This design comes from an exercise in tuning for small area on the open sky130 flow, not from production work.
At most, simulation tests tie the RTL to the original design; equivalence was not proved.
Power is estimated from default activity; no workload was simulated.

Design requant, start of the top module:
module requant (
	clk,
	ce,
	rst,
	data_in,
	sync_in,
	gain,
	data_out,
	sync_out,
	addr,
	ovfl
);
Size in the first run: about 80 I/O pins.
Settings: LEC_CHECK=0, CAP_MARGIN=0, CORE_MARGIN=2, CORE_UTILIZATION=65, GPL_TIMING_DRIVEN=0, PLACE_DENSITY=0.75, SLEW_MARGIN=0, SYNTH_HIERARCHICAL=1, SYNTH_MINIMUM_KEEP_SIZE=0; clock period 7.0 ns.
standard.sh (not shown) runs the stock make flow with config.mk's settings and CLKGATE_MAP_FILE= SYNTH_SCRIPT=/design/flow/synth_recipe.tcl, a recipe that flattens the netlist after the stock synthesis.
==> flow/flow/run.sh <==
#!/bin/bash
# Standard ORFS layout, with plain buf_1 cells as the port buffers and a clock
# tree of clkbuf_8 cells without dummy loads.
set -euo pipefail
bash standard.sh "BUFFER_PORTS_ARGS=-buffer_cell sky130_fd_sc_hd__buf_1" \
  "CTS_ARGS=-sink_clustering_enable -repair_clock_nets -buf_list sky130_fd_sc_hd__clkbuf_8 -dont_use_dummy_load -sink_clustering_size 24 -sink_clustering_max_diameter 120" \
  finish > make_finish.log 2>&1
Rerun with:
==> flow/flow/run.sh (replaced) <==
#!/bin/bash
# Standard ORFS layout, with plain buf_1 cells as the port buffers.
set -euo pipefail
bash standard.sh "BUFFER_PORTS_ARGS=-buffer_cell sky130_fd_sc_hd__buf_1" finish > make_finish.log 2>&1
- CTS_BUF_LIST: default -> sky130_fd_sc_hd__clkbuf_8
- worst setup slack improved by 0.0049 ns
- design area rises by 0.56%
- combinational power stays flat
- power is higher by 1.8%
- clock skew decreases by 0.0093 ns
- global-route usage is about the same
- routed wire length barely changes
- sequential power is about the same
- via count came out higher by 0.33%
Rerun with:
==> flow/flow/run.sh (replaced) <==
#!/bin/bash
# Standard ORFS layout, with plain buf_1 cells as the port buffers and, after
# floorplanning, synthesis's sized-up combinational cells reset to drive 1
# (flow/downsize.tcl); later repair steps size up where needed.
set -euo pipefail
bash standard.sh "BUFFER_PORTS_ARGS=-buffer_cell sky130_fd_sc_hd__buf_1" \
  "POST_FLOORPLAN_TCL=$PWD/flow/downsize.tcl" finish > make_finish.log 2>&1
==> flow/flow/downsize.tcl (new file) <==
# After floorplanning: put every combinational cell that synthesis sized up
# back to the smallest drive strength of the same function; the later
# repair steps size up again wherever timing, slew or load need it.
# Registers keep the cell type synthesis gave them.
set block [ord::get_db_block]
set n 0
foreach inst [$block getInsts] {
  set master [[$inst getMaster] getName]
  if { ![regexp {^(sky130_fd_sc_hd__[a-z0-9]+)_([0-9]+)$} $master -> base drive] } { continue }
  if { [regexp {__(df|edf|sdf|dl|sedf|tap|fill|decap|conb|clkbuf|clkinv|clkdly|dlygate|dlymetal)} $base] } { continue }
  foreach d {0 1 2} {
    if { $d >= $drive } { break }
    set cand [get_lib_cells -quiet ${base}_$d]
    if { [llength $cand] > 0 && [lsearch $::env(DONT_USE_CELLS) ${base}_$d] < 0 } {
      replace_cell [$inst getName] [get_name [lindex $cand 0]]
      incr n
      break
    }
  }
}
puts "downsize.tcl: resized $n instances"
Sequential share of layout area hardly moves.
Routed wire length came out lower by 1.4%.
Total power came out lower by 2.2%.
Fmax came out lower by 0.65%.
Critical path depth came out higher by 1.
Global-route usage came out lower by 0.62 points.
Worst setup slack degrades by 0.044 ns.
Flip-flop and latch count is unchanged.
Worst hold slack stays flat.
Synthesized cell count does not change.
Die area is unchanged.

========
Starting RTL as in the previous note.
clock: 7.0 ns
lec_check: 0
abc_clock_period_in_ps: 20000
cap_margin: 20
core_margin: 2
core_utilization: 65
cts_buf_list: sky130_fd_sc_hd__clkbuf_8
gpl_timing_driven: 0
place_density: 0.75
slew_margin: 20
synth_hierarchical: 1
synth_minimum_keep_size: 0
==> flow/flow/run.sh <==
#!/bin/bash
# Standard ORFS layout, with plain buf_1 cells as the port buffers.
set -euo pipefail
bash standard.sh "BUFFER_PORTS_ARGS=-buffer_cell sky130_fd_sc_hd__buf_1" finish > make_finish.log 2>&1
The first run produced a clean layout.
Rerun with:
==> flow/flow/run.sh (replaced) <==
#!/bin/bash
# Standard ORFS layout, with plain buf_1 cells as the port buffers and
# power recovery (downsizing of gates off the critical paths) after global routing.
set -euo pipefail
bash standard.sh "BUFFER_PORTS_ARGS=-buffer_cell sky130_fd_sc_hd__buf_1" RECOVER_POWER=100 finish > make_finish.log 2>&1
- ABC_CLOCK_PERIOD_IN_PS: 20000 -> not set
Result: The changed run finished with capacitance limit, slew limit left. Core utilization came out lower by 0.26 points. Wire length barely changes. Power is about the same. Die area stays the same. Clock skew barely changes. Final area came out lower by 0.36%. Synthesized area does not change. Hold slack stays flat. Clock-buffer cell count is unchanged. Register-to-register slack barely changes.
Rerun with:
==> flow/flow/run.sh (replaced) <==
#!/bin/bash
# Standard ORFS layout, with plain buf_1 cells as the port buffers.
set -euo pipefail
bash standard.sh "BUFFER_PORTS_ARGS=-buffer_cell sky130_fd_sc_hd__buf_1" finish > make_finish.log 2>&1
- ABC_AREA: not set -> 1
After rerunning: The changed run ran to the end with no violations; die area increases by a few percent; fmax decreases slightly; power increases slightly; global-route usage decreases by 0.33 points; area after synthesis increases by a few percent; synthesized cell count increases by about a fifth; register-to-register slack got worse by 0.06 ns; worst setup slack got worse by 0.12 ns; first-iteration DRC count increases slightly; cell count increases by roughly a tenth; count of clock-buffer cells in the layout decreases by 1.

========
Another version of the RTL of requant (not shown whole).
Size: roughly 92 flip-flops.
==> flow/design.v (excerpt) <==
module requant (
	clk,
	ce,
	rst,
	data_in,
	sync_in,
	gain,
	data_out,
	sync_out,
	addr,
	ovfl
);
export LEC_CHECK = 0
export CAP_MARGIN = 20
export CORE_MARGIN = 2
export CORE_UTILIZATION = 40
export CTS_BUF_LIST = sky130_fd_sc_hd__clkbuf_8
export GPL_TIMING_DRIVEN = 0
export SLEW_MARGIN = 20
export SYNTH_HIERARCHICAL = 1
export SYNTH_MINIMUM_KEEP_SIZE = 0
create_clock -name core_clock -period 7.0 [get_ports {clk}]
==> flow/flow/run.sh <==
#!/bin/bash
# Standard ORFS layout, with plain buf_1 cells as the port buffers.
set -euo pipefail
bash standard.sh "BUFFER_PORTS_ARGS=-buffer_cell sky130_fd_sc_hd__buf_1" finish > make_finish.log 2>&1
Change:
CTS_BUF_LIST = unset   (was sky130_fd_sc_hd__clkbuf_8)
GPL_TIMING_DRIVEN = unset   (was 0)
The changed run finished with timing, DRC and antenna clean.
Die area does not change.
Core utilization rises by 0.52 points.
Global-route usage rises by 0.78 points.
Total power rises by about 3.7%.
Routed wire length rises by about 1.2%.
Clock-buffer cell count does not change.
Setup slack gains 260 ps.
Cell count rises by about 3.2%.
Sequential power stays flat.
Final area rises by about 1.2%.
No functional check of the RTL was part of any run of this note.

## separate check: timing with driven ports
The flow's constraints put no driver on any port. The routed layouts listed below were extracted and timed again, unchanged, in two steps.
Step 1: set_driving_cell puts a clkbuf_16 on clk and a buf_2 on each other input, an assumption about the parent block.
Step 2 also shifts input and output timing later by t, the mid clock arrival at the registers, as if the neighbouring blocks saw the same clock.
a / b / c = ideal ports / drivers / drivers and shift; a / b = the first two.
run | t, ns | setup slack, ns | latest minus earliest clock arrival (ns)
the first run of note 1 | 0.362 | 0.309 / 0.295 / -0.068 | 0.024 / 0.025
the second run of note 1 | 0.383 | 0.314 / 0.326 / -0.057 | 0.016 / 0.016
the third run of note 1 | 0.378 | 0.270 / 0.284 / -0.094 | 0.013 / 0.013
the first run of note 2 | 0.384 | 0.347 / 0.361 / -0.022 | 0.016 / 0.015
the second run of note 2 | 0.382 | 0.352 / 0.365 / -0.017 | 0.016 / 0.015
the third run of note 2 | 0.374 | 0.237 / 0.245 / -0.129 | 0.014 / 0.014
the first run of note 3 | 0.398 | 0.137 / 0.144 / -0.254 | 0.014 / 0.014
the second run of note 3 | 0.386 | 0.402 / 0.422 / 0.036 | 0.014 / 0.014
The setup slack of the first run of note 3, which loses most, moves by +0.007 ns with the drivers and by -0.391 ns with both steps.
